This is an optimization exercise on Yosys and OpenROAD, whose aim is small area, not a production implementation.
In this exercise RTL edits were held to simulation tests only and were not proved equivalent to the original.
Power figures rest on the tool's default switching activity, not on a simulated workload.

[run.sh]
#!/bin/bash
# synth_recipe.tcl (not shown) runs the flow's synth.tcl, then flattens the netlist and writes it again
# the make line also repeats each setting of config.mk as NAME=value (left out here)
make -C /OpenROAD-flow-scripts/flow DESIGN_CONFIG=/design/flow/config.mk WORK_HOME=/design/flow/orfs CLKGATE_MAP_FILE= SYNTH_SCRIPT=/design/flow/synth_recipe.tcl finish
[config.mk]
export PLATFORM = sky130hd
export DESIGN_NAME = microprocessor
export DESIGN_NICKNAME = microprocessor
export VERILOG_FILES = /design/flow/design.v
export SDC_FILE = /design/flow/constraint.sdc
export NUM_CORES = 4
export LEC_CHECK = 0
export CAP_MARGIN = 20
export CORE_MARGIN = 2
export CORE_UTILIZATION = 40
export SLEW_MARGIN = 20
[constraint.sdc]
create_clock -name core_clock -period 10.0 [get_ports {clk}]
set_input_delay 2.0000 -clock core_clock [delete_from_list [all_inputs] [get_ports {clk}]]
set_output_delay 2.0000 -clock core_clock [all_outputs]
set_load 0.01 [all_outputs]
[design.v]
parameter ADD     = 4'b0000;
parameter SUB     = 4'b0001;
parameter AND     = 4'b0010;
parameter OR      = 4'b0011;
parameter XOR     = 4'b0100;
parameter NOT     = 4'b0101;
parameter MOV     = 4'b0110;
parameter NOP     = 4'b0111;
parameter LOAD    = 4'b1000;
parameter STORE   = 4'b1001;
parameter LOAD_IM = 4'b1010;
parameter BRN_Z   = 4'b1011;
parameter BRN_N   = 4'b1100;
parameter BRN_O   = 4'b1101;
parameter BRN     = 4'b1110;
module ALU  #(parameter N = 8) (
    input logic clk, arstn, rst, en,
    input logic [2:0] OP, 
    input logic signed [N-1:0] A, 
    input logic signed [N-1:0] B, 
    output logic  [2:0] ONZ,
    output logic signed [N-1:0] Result 
);
logic [2:0] temp_ONZ;
logic signed [N-1:0] temp_result;
always_comb begin
    logic Overflow;
    Overflow = 1'b0;
    case (OP)
        3'b000: begin  
            {Overflow, temp_result} = A + B;
            temp_ONZ[2] = Overflow ^ temp_result[N-1];
            temp_ONZ[1] = temp_result[N-1];
            temp_ONZ[0] = &(~temp_result);
        end
        3'b001: begin  
            {Overflow, temp_result} = A - B;
            temp_ONZ[2] = Overflow ^ temp_result[N-1];
            temp_ONZ[1] = temp_result[N-1];
            temp_ONZ[0] = &(~temp_result);
        end
        3'b010: begin  
            temp_result = A & B;
            temp_ONZ[2] = 0;
            temp_ONZ[1] = temp_result[N-1];
            temp_ONZ[0] = &(~temp_result);
        end
        3'b011: begin  
            temp_result = A | B;
            temp_ONZ[2] = 0;
            temp_ONZ[1] = temp_result[N-1];
            temp_ONZ[0] = &(~temp_result);
        end
        3'b100 : begin  
            temp_result = A ^ B;
            temp_ONZ[2] = 0;
            temp_ONZ[1] = temp_result[N-1];
            temp_ONZ[0] = &(~temp_result);
            end
        3'b101 : begin  
            {Overflow, temp_result} = A + 1;
            temp_ONZ[2] = Overflow ^ temp_result[N-1];
            temp_ONZ[1] = temp_result[N-1];
            temp_ONZ[0] = &(~temp_result);
            end
        3'b110 : begin  
            temp_result = A;
            temp_ONZ[2] = 0;
            temp_ONZ[1] = temp_result[N-1];
            temp_ONZ[0] = &(~temp_result);      
            end
        3'b111 : begin  
            temp_result = B;
            temp_ONZ[2] = 0;
            temp_ONZ[1] = temp_result[N-1];
            temp_ONZ[0] = &(~temp_result);
            end
        default: begin
            temp_ONZ = 3'h0;
            temp_result = 0;
        end
    endcase
end
always_ff @(posedge clk or negedge arstn) begin
    if (!arstn) begin
        Result <= 0;
    end
    else begin
        Result <= temp_result;
    end
end
always_ff @(posedge clk or negedge arstn) begin
    if (!arstn) begin
        ONZ <= 0;
    end 
    else if (rst) begin
        ONZ <= 0;
    end 
    else if (en) begin
        ONZ <= temp_ONZ;
    end
end
endmodule
module RF  #(parameter N = 8, parameter addressBits = 2) ( 
    input logic clk,
    input logic rst_n,
    input logic selectDestinationA,
    input logic selectDestinationB,
    input logic [1:0] selectSource,
    input logic [addressBits-1:0] writeAddress,
    input logic write_en,
    input logic [addressBits-1:0] readAddressA,
    input logic [addressBits-1:0] readAddressB,
    input logic [N-1:0] A, 
    input logic [N-1:0] B, 
    input logic [N-1:0] C, 
    output logic [N-1:0] destination1A,
    output logic [N-1:0] destination2A,
    output logic [N-1:0] destination1B,
    output logic [N-1:0] destination2B
);
    logic [N-1:0] mem [(2**addressBits)-1:0];
    logic [N-1:0] sourceData;
    logic [N-1:0] readA, readB;
    always_ff @(posedge clk, negedge rst_n) begin
        if(!rst_n) begin
            for(int i = 0; i < 2**addressBits; i++) begin
                if (i == 1) begin
                    mem[i] <= -1;
                end else begin
                    mem[i] <= 0;
                end
            end
        end else begin
            for(int i = 0; i < 2**addressBits; i++) begin
                if(write_en && writeAddress == i) begin
                    mem[i] <= sourceData;
                end
            end
        end
    end
    always_comb begin
        case (selectSource)
            2'b00: sourceData = A;
            2'b01: sourceData = B;
            2'b10: sourceData = C;
            default: sourceData = 0;
        endcase
        readA = 0;
        readB = 0;
        for(int i = 0; i < 2**addressBits; i++) begin
            if(readAddressA == i) begin
                readA = mem[i];
            end
            if(readAddressB == i) begin
                readB = mem[i];
            end
        end
        if(selectDestinationA) begin
            destination1A = 0;
            destination2A = readA;
        end else begin
            destination1A = readA;
            destination2A = 0;
        end
        if(selectDestinationB) begin
            destination1B = 0;
            destination2B = readB;
        end else begin
            destination1B = readB;
            destination2B = 0;
        end
    end
endmodule
module FSM #(
  parameter M = 4,  
  parameter N = 4,  
  parameter P = 6   
) (
  input  logic clk,
  input  logic rst_n,
  output logic ov_warning,
  output logic [  1:0] select_source,
  output logic [M-1:0] write_address,
  output logic             write_en,
  output logic [M-1:0] read_address_A, read_address_B,
  output logic select_destination_A, select_destination_B,
  output logic [N-1:0] immediate_value,
  output logic [2:0] OP,
  output logic       s_rst,
  input  logic [2:0] ONZ,
  output logic enable,
  input  logic [4+2*M-1:0] instruction_in,
  output logic              en_read_instr,
  output logic [P-1:0] read_address_instr,
  output logic SRAM_readEnable,
  output logic SRAM_writeEnable
);
parameter ADD     = 4'b0000;
parameter SUB     = 4'b0001;
parameter AND     = 4'b0010;
parameter OR      = 4'b0011;
parameter XOR     = 4'b0100;
parameter NOT     = 4'b0101;
parameter MOV     = 4'b0110;
parameter NOP     = 4'b0111;
parameter LOAD    = 4'b1000;
parameter STORE   = 4'b1001;
parameter LOAD_IM = 4'b1010;
parameter BRN_Z   = 4'b1011;
parameter BRN_N   = 4'b1100;
parameter BRN_O   = 4'b1101;
parameter BRN     = 4'b1110;
enum logic [1:0] { idle = 2'b11, fetch = 2'b00, decode = 2'b01, execute= 2'b10} state, next;
logic [  P-1:0] PC     ;
logic [  P-1:0] PC_next;
logic           ov     ;
logic           ov_reg ;
logic [2*M-1:0] offset ;
logic [3:0]       instruction_code;
logic [M-1:0]     ra, rb;
logic [2:0]       ONZ_next, ONZ_reg;
logic [4+2*M-1:0] instruction_next, instruction_reg;
assign ov_warning = ov_reg;
always @(posedge clk, negedge rst_n) begin
  if (!rst_n) begin
    state <= idle;
  end else begin
    state <= next;
  end
end
always_comb begin
  case (state)
    idle:    next = ov_reg ? idle : fetch;
    fetch:   next = decode;
    decode:  next = execute;
    execute: next = ov ? idle : fetch;
    default: next = idle;
  endcase
end
always_comb begin
  instruction_code     = 0;
  read_address_instr   = PC;
  en_read_instr        = 0;
  enable               = 0;
  read_address_A       = 0;
  read_address_B       = 0;
  OP                   = 0;
  select_destination_A = 0;
  select_destination_B = 0;
  SRAM_readEnable      = 0;
  SRAM_writeEnable     = 0;
  select_source        = 0;
  immediate_value      = 0;
  write_address        = 0;
  write_en             = 0;
  s_rst                = 0;
  PC_next              = PC;
  ONZ_next             = 0;
  ov                   = ov_reg;
  offset               = 1;
  ra                   = 0;
  rb                   = 0;
  instruction_next     = instruction_reg;
  case (state)
    idle: begin
      select_source        = 2'b00;
      write_address        = 0;
      write_en             = 1'b0;
      read_address_A       = 0;    
      read_address_B       = 0;
      select_destination_A = 1'b0;
      select_destination_B = 1'b0;
      immediate_value      = 0;
      OP                   = 3'b000;
      s_rst                = 1'b0;
      enable               = 1'b0;
      en_read_instr        = 1'b0;
      read_address_instr   = PC;
      offset               = 1;
      SRAM_readEnable      = 1'b0;
      SRAM_writeEnable     = 1'b0;
    end
    fetch: begin
      select_source        = 2'b00;
      write_address        = 0;
      write_en             = 1'b0;
      read_address_A       = 0;    
      read_address_B       = 0;
      select_destination_A = 1'b0;
      select_destination_B = 1'b0;
      immediate_value      = 0;
      OP                   = 3'b000;
      s_rst                = 1'b0;
      enable               = 1'b0;
      en_read_instr        = 1'b1;
      read_address_instr   = PC;
    end
    decode: begin 
      ONZ_next         = ONZ;
      instruction_next = instruction_in;
      instruction_code = instruction_in[4+2*M-1:2*M];
      ra               = instruction_in[2*M-1 : M];
      rb               = instruction_in[M-1:0];
      case (instruction_code)
        ADD, SUB, AND, OR, XOR     : begin
          read_address_A       = ra;    
          read_address_B       = rb;
          OP                   = instruction_code[2:0];
          enable               = 1'b1;
        end
        NOT     : begin
          read_address_A       = 1;    
          read_address_B       = rb;
          OP                   = 3'b100;
          enable               = 1'b1;
        end
        MOV     : begin
          read_address_A       = ra;    
          read_address_B       = rb;
          OP                   = 3'b111;
          enable               = 1'b1;
        end
        NOP     : begin
        end
        LOAD    : begin
          read_address_A       = ra;    
          read_address_B       = rb;
          select_destination_A = 1'b1;
          select_destination_B = 1'b1;
          SRAM_readEnable      = 1'b1;
        end
        STORE   : begin
          read_address_A       = rb;    
          read_address_B       = ra;
          select_destination_A = 1'b1;
          select_destination_B = 1'b1;
          SRAM_writeEnable     = 1'b1;
        end
        LOAD_IM : begin
          select_source        = 2'b10;
          write_address        = ra;
          write_en             = 1'b1;
          immediate_value      = $signed(rb);
        end
        BRN_Z, BRN_N, BRN_O, BRN : begin
          s_rst                = 1'b1;
        end
      endcase
    end
    execute: begin
      instruction_code = instruction_reg[4+2*M-1:2*M];
      ra               = instruction_reg[2*M-1 : M];
      rb               = instruction_reg[M-1:0];
      case (instruction_code)
        ADD, SUB, AND, OR, XOR, NOT, MOV: begin
          select_source        = 2'b00;
          write_address        = ra;
          write_en             = 1'b1;
          enable               = 1'b0;
          {ov,PC_next}         = PC+1;          
        end
        NOP     : begin
          {ov,PC_next}         = PC+1; 
        end
        LOAD    : begin
          select_source        = 2'b01;
          write_address        = ra;
          write_en             = 1'b1;
          {ov,PC_next}         = PC+1;
        end
        STORE   : begin
          {ov,PC_next}         = PC+1;
        end
        LOAD_IM : begin
          {ov,PC_next}         = PC+1;
        end
        BRN_Z   : begin
          s_rst = 0;
          if(ONZ_reg[0] == 1) 
            offset  = {ra, rb};
          else 
            offset = 1;
          if (offset[2*M-1]==1) begin
            {ov,PC_next} = PC - offset[2*M-2:0];
          end else begin
            {ov,PC_next} = PC + offset[2*M-2:0];
          end
        end
        BRN_N : begin
          s_rst = 0;
          if(ONZ_reg[1] == 1) 
            offset  = {ra, rb};
          else 
            offset = 1;
          if (offset[2*M-1]==1) begin
            {ov,PC_next} = PC - offset[2*M-2:0];
          end else begin
            {ov,PC_next} = PC + offset[2*M-2:0];
          end
        end
        BRN_O   : begin
          s_rst = 0;
          if(ONZ_reg[2] == 1) 
            offset  = {ra, rb};
          else 
            offset = 1;
          if (offset[2*M-1]==1) begin
            {ov,PC_next} = PC - offset[2*M-2:0];
          end else begin
            {ov,PC_next} = PC + offset[2*M-2:0];
          end
        end
        BRN     : begin
          s_rst  = 0;
          offset = {ra, rb};
          if (offset[2*M-1]==1) begin
            {ov,PC_next} = PC - offset[2*M-2:0];
          end else begin
            {ov,PC_next} = PC + offset[2*M-2:0];
          end
        end
      endcase
    end
  endcase
end
always_ff @(posedge clk, negedge rst_n) begin
  if (!rst_n) begin
    instruction_reg <= 0;
    ONZ_reg         <= 0;
    ov_reg          <= 0;
    PC              <= 0;
  end else begin
    instruction_reg <= instruction_next;
    ONZ_reg         <= ONZ_next;
    ov_reg          <= ov;
    PC              <= PC_next;
  end
end
endmodule
module microprocessor #(parameter N = 8, ROM_addressBits = 6, RF_addressBits = 3) (
  input  logic                           clk             ,
  input  logic                           rst_n           ,
  input  logic [ 3+2*(RF_addressBits):0] ROM_data        ,
  input  logic [                  N-1:0] SRAM_data       ,
  output logic                           overflowPC      ,
  output logic                           ROM_readEnable  ,
  output logic                           SRAM_readEnable ,
  output logic                           SRAM_writeEnable,
  output logic [    ROM_addressBits-1:0] ROM_address     ,
  output logic [(2**RF_addressBits)-1:0] SRAM_address    ,
  output logic [                  N-1:0] SRAM_data_in
);
  logic RF_selectDestA, RF_selectDestB, RF_writeEnable;
  logic [1:0] RF_selectSource;
  logic [RF_addressBits-1:0] RF_writeAddress, RF_readAddressA, RF_readAddressB;
  logic [N-1:0] RF_AluRes, RF_Im, RF_destAluA, RF_destAluB;
  RF #(.N(N), .addressBits(RF_addressBits)) rf (
    clk,
    rst_n,
    RF_selectDestA,
    RF_selectDestB,
    RF_selectSource,
    RF_writeAddress,
    RF_writeEnable,
    RF_readAddressA,
    RF_readAddressB,
    RF_AluRes, SRAM_data, RF_Im,
    RF_destAluA, SRAM_data_in, RF_destAluB, SRAM_address);
  logic ALU_rst, ALU_en;
  logic [2:0] ALU_OP, ALU_ONZ;
  ALU #(N) alu (
    clk,
    rst_n,
    ALU_rst,
    ALU_en,
    ALU_OP,
    RF_destAluA,
    RF_destAluB,
    ALU_ONZ,
    RF_AluRes
  );
  FSM #(.N(N), .M(RF_addressBits), .P(ROM_addressBits)) fsm (
    clk,
    rst_n,
    overflowPC,
    RF_selectSource,
    RF_writeAddress,
    RF_writeEnable,
    RF_readAddressA,
    RF_readAddressB,
    RF_selectDestA,
    RF_selectDestB,
    RF_Im,
    ALU_OP,
    ALU_rst,
    ALU_ONZ,
    ALU_en,
    ROM_data,
    ROM_readEnable,
    ROM_address,
    SRAM_readEnable,
    SRAM_writeEnable
  );
endmodule
==> summary.txt <==
[final timing paths]
| kind | depth (start not counted) | startpoint | endpoint |
|---|---|---|---|
| max in group asynchronous | 2 | rst_n | rf.mem[4][4]$_DFFE_PN0P_ |
| hold / removal | 2 | rf.mem[1][4]$_DFFE_PN1P_ | rf.mem[1][4]$_DFFE_PN1P_ |
| min in group asynchronous | 1 | rst_n | fsm.PC[0]$_DFFE_PN0P_ |
| setup reg to reg | 21 | fsm.state[1]$_DFF_PN1_ | alu.ONZ[0]$_DFFE_PN0P_ |
| setup / recovery | 10 | ROM_data[8] | SRAM_data_in[3] |
| hold reg to reg | 2 | rf.mem[1][4]$_DFFE_PN1P_ | rf.mem[1][4]$_DFFE_PN1P_ |
[per-layer routing]
layer,vias to the layer above,routed length (um)
li1,4081,-
met1,4078,13100
met2,335,13200
met3,50,1750
met4,0,852
met5,-,0
[power breakdown]
part	internal [mW]	switching [mW]	total (mW)
Clock	0.207	0.174	0.381
Sequential	0.550	0.181	0.731
Combinational	0.742	1.14	1.88
[critical path, stage by stage]
cell             delay, ns
clkdlybuf4s50_1       0.86
and4bb_4              0.48
a31o_2                0.27
nor2_2                0.56
nand2_1               0.21
o21ai_1               0.52
a221oi_1              0.20
a21oi_1               0.33
and2_1                0.18
clkdlybuf4s50_1       0.52
[layout make-up]
type | instances | area share [%]
inverter | 58 | 2.25
tap | 280 | 3.61
clock inverter | 6 | 0.813
clock buffer | 10 | 2.46
sequential | 97 | 25.2
multi-input combinational | 916 | 60.1
timing repair buffer | 57 | 5.55
[per-stage QoR]
| step | area (um2) | utilization (%) | hold WS (ns) | setup slack [ns] |
|---|---|---|---|---|
| finish | 9700 | 44.8 | 0.497 | 1.84 |
| global route | 9700 | 44.8 | 0.531 | 1.50 |
| CTS | 9680 | 44.8 | 0.498 | 1.95 |
| detailed placement | 9370 | 43.3 | 0.487 | 1.83 |
| global placement | 9370 | 43.3 | 0.466 | 2.00 |
| floorplan | 8750 | - | 0.448 | 3.77 |
[placed cells by master, fill, tap and decap left out, types with 12 or more instances in the layout]
cell type        synthesis  layout
nor2_1                  78      78
a211oi_1                12      12
nand3_1                 36      36
dfrtp_1                 87      87
xnor2_1                 16      16
o21ai_0                123     123
nor3_1                  19      19
clkdlybuf4s50_1          0      44
nand2_1                168     168
inv_1                   58      58
and2_1                  22      22
mux2i_1                 19      19
nand2b_1                15      15
buf_4                    3      13
a31oi_1                 25      23
nor2b_1                 22      22
a21oi_1                 85      85
ha_1                    56      56
[cells by family after synthesis]
kind of cell / Yosys count
flops: 97
xor+xnor: 27
simple gates: 414
fa+ha+maj: 62
compound gates: 387
mux: 26
buf+inv: 121
==> summary.txt <==
- Between clock sinks in the finished design, the worst skew comes to 0.0134 ns.
- The number of nets in the finished design is 1221.
- Timing would allow up to 122 MHz.
- Across the run, the number of max-cap violations was 0.
- In the synthesized netlist, the cells that appear most often are 168 x nand2_1, 123 x o21ai_0, 87 x dfrtp_1, 85 x a21oi_1, 78 x nor2_1.
- The flow ran to the end and the layout has no timing, DRC or antenna violations.
- Synthesis produced a netlist with a net count of 1216.
- The number of buffer cells added on primary ports is 45.
- The sum of internal, switching and leakage power is 2.99 mW.
- The adder and majority gate portion of the synthesized area is 9.38%.
- The width of the die is 152 um.
- For this block, the routed nets add up to 29000 um of wire.
- In this run the biggest area consumer among cell types represents 24.9% of the synthesized area.
- The insertion delay of the later-clocked pin in the worst-skew pair is 0.37 ns.
- At the end of routability-driven placement, the weighted congestion stood at 0.993.
- The floorplan core area is 21600 um2.
- The global-route wire length before repair is 45700 um.
- The antenna cell count is 0.
- By area the synthesized netlist is led by dfrtp_1 25%, ha_1 8.0%, nand2_1 7.2%.
- The transition time of the tightest slew-check pin is 1.11 ns.
- Including well taps, the total number of placed cells is 1408.
- Entering global routing, the biggest net connects 69 pins.
- The peak ir drop on the vdd network is 95.9 uV.
- Headroom to the max-slew limit came out at 25.5%.
- The min-delay analysis places its worst path in the category reg2reg.
- The type of origin of the critical path is an input port.
- The CTS tree is yes.
- The met1 track utilization from global routing is 34.7%.
- The sequential-to-total area share from yosys stat is 27.9%.
- The root buffer cell chosen for the clock tree is clkbuf_16.
- The final routed DRC violation total is 0.
- The via count of the first global-routing pass is 7943.
- The wire-length estimate of the detail-placed layout is 21800 um.
- The synthesized netlist devotes 2.79% of its cell area to XOR and XNOR gates.
- For this run the aggregate overflow at the end of global routing stands at 0.
- In this run the static leakage power is 4.04 nW.
- The residual antenna-violating net count after detailed routing is 0.
- The total routing resource utilization after global routing is 24.8%.
- The dominant cell type by area after synthesis is dfrtp_1.
- Along the worst path, the maximum fanout reaches 24.
- In the synthesized netlist the async set-or-reset flop fraction comes to 100%.
- The count of TritonRoute iterations in the first routing pass is 5.
- The floorplan has 54 rows.
- For this design the ratio of total power to cell area is 309 nW/um2.
- After clock tree synthesis, the setup repair step added 0 buffers.
- Yosys printed 4 warnings.
- The synthesized design contains 0 enable-type register cells.
- Clock-pin slew was measured on the worst setup and hold paths at 0.07 ns.
- The area enclosed by the die boundary is 23100 um2.
- The footprint of the multi-input gates is 5830 um2.
- The critical path in this run is classified as in2out.
- The maximum clock insertion buffer count is 2.
- The final number of max-transition violations is 0.
- Setup repair after global routing left no endpoint under its margin.
- The cell area after technology mapping is 8750 um2.
- The number of distinct standard cells referenced by the synthesized netlist is 85.
- The number of antenna violations at the first check in global routing was 0.
- Detailed routing inserted a total of 8544 vias.
- Of the total synthesized cell area, the portion taken by AND, OR, NAND and NOR gates is 22.4%.
- The synthesized flop and latch total is 97.
- The critical path endpoint category is an output pin.
- The number of setup violations in the final report is 0.
- The overall die height is 152 um.
- The number of hold buffers added after CTS was 0.
- The slack of the worst reg-to-reg path is 3.88 ns.
- In this run the most used layer during global routing was met2.
- The per-cell via count in the routed design is 6.00.
- Of the available clock period, the critical path in the final layout requires 81.6%.
- The critical path data required time is 8.00 ns.
- The most used flip-flop cell after synthesis is dfrtp_1.
- The shortest period the worst path allows is 8.16 ns.
- The post-route setup TNS is 0 ns.
- The cell count after synthesis came out at 1134.
- Gates resized during post-CTS repair numbered 0.
- Counting the fill cells in the layout gives 2192.
- The layout cell share with drive strength beyond 1 is 7.08%.
- The final hold violation count is 0.
- Summing the areas of all compound-gate instances in the mapped netlist gives 28.8% of the synthesized area.
- Averaged over all synthesized cells, the footprint is 7.72 um2.
- For this block, the initial DRC count from the detailed router was 955.
- The portion of netlist area occupied by mux cells is 3.07%.
- The register with the most flip-flops in the layout has 64 of them.
- The clock net in this run drives a total of 97 sinks.
- Summing all flip-flop and latch instances after layout gives 2440 um2.
- The finished layout holds 1424 standard cells, fillers aside.
- The met2 routing resource usage after global routing is 39.8%.
- The number of H-tree branching levels is 3.
- For the worst setup path, the data arrival time is 6.16 ns.
- For met3 alone, demand over resource in global routing was 3.05%.
- Pin placement for this block handled 46 I/O pins.
- The largest family of logic cells by synthesized area is compound AO/OA/AOI/OAI gates.
- The initial standard-cell utilization of the core is 40.5%.
- The area growth from synthesis to layout is 10.8%.
- In the final routed layout, each cell accounts on average for 20.4 um.
- The TritonCTS buffer count is 9.
- The most common cell in the synthesized netlist is nand2_1.

==> afterwards: timing with drivers on the ports <==
No port has a modelled driver above. Below, the same layout with a new extraction and two added sets of constraints.
Step 1, drivers: a clkbuf_16 drives clk and a buf_2 each remaining input, both assumed.
Step 2, shift: input delay + t, output delay - t, t = (earliest + latest rising clock arrival at the registers) / 2. This alone moves slack from input paths to output paths.
Slacks: no drivers / after step 1 / after step 2; pairs: no drivers / after step 1.
shift t [ns]: 0.403
slack for setup (ns): 1.836 / 1.811 / 1.614
hold WS [ns]: 0.497 / 0.497 / 0.497
slew at the worst register clock pin (ns): 0.08 / 0.08
worst slew at a driven data input, ns: 0.04
After both steps this run still meets setup and hold. For this run, drivers alone change the setup slack by -0.025 ns; drivers and shift together by -0.222 ns.
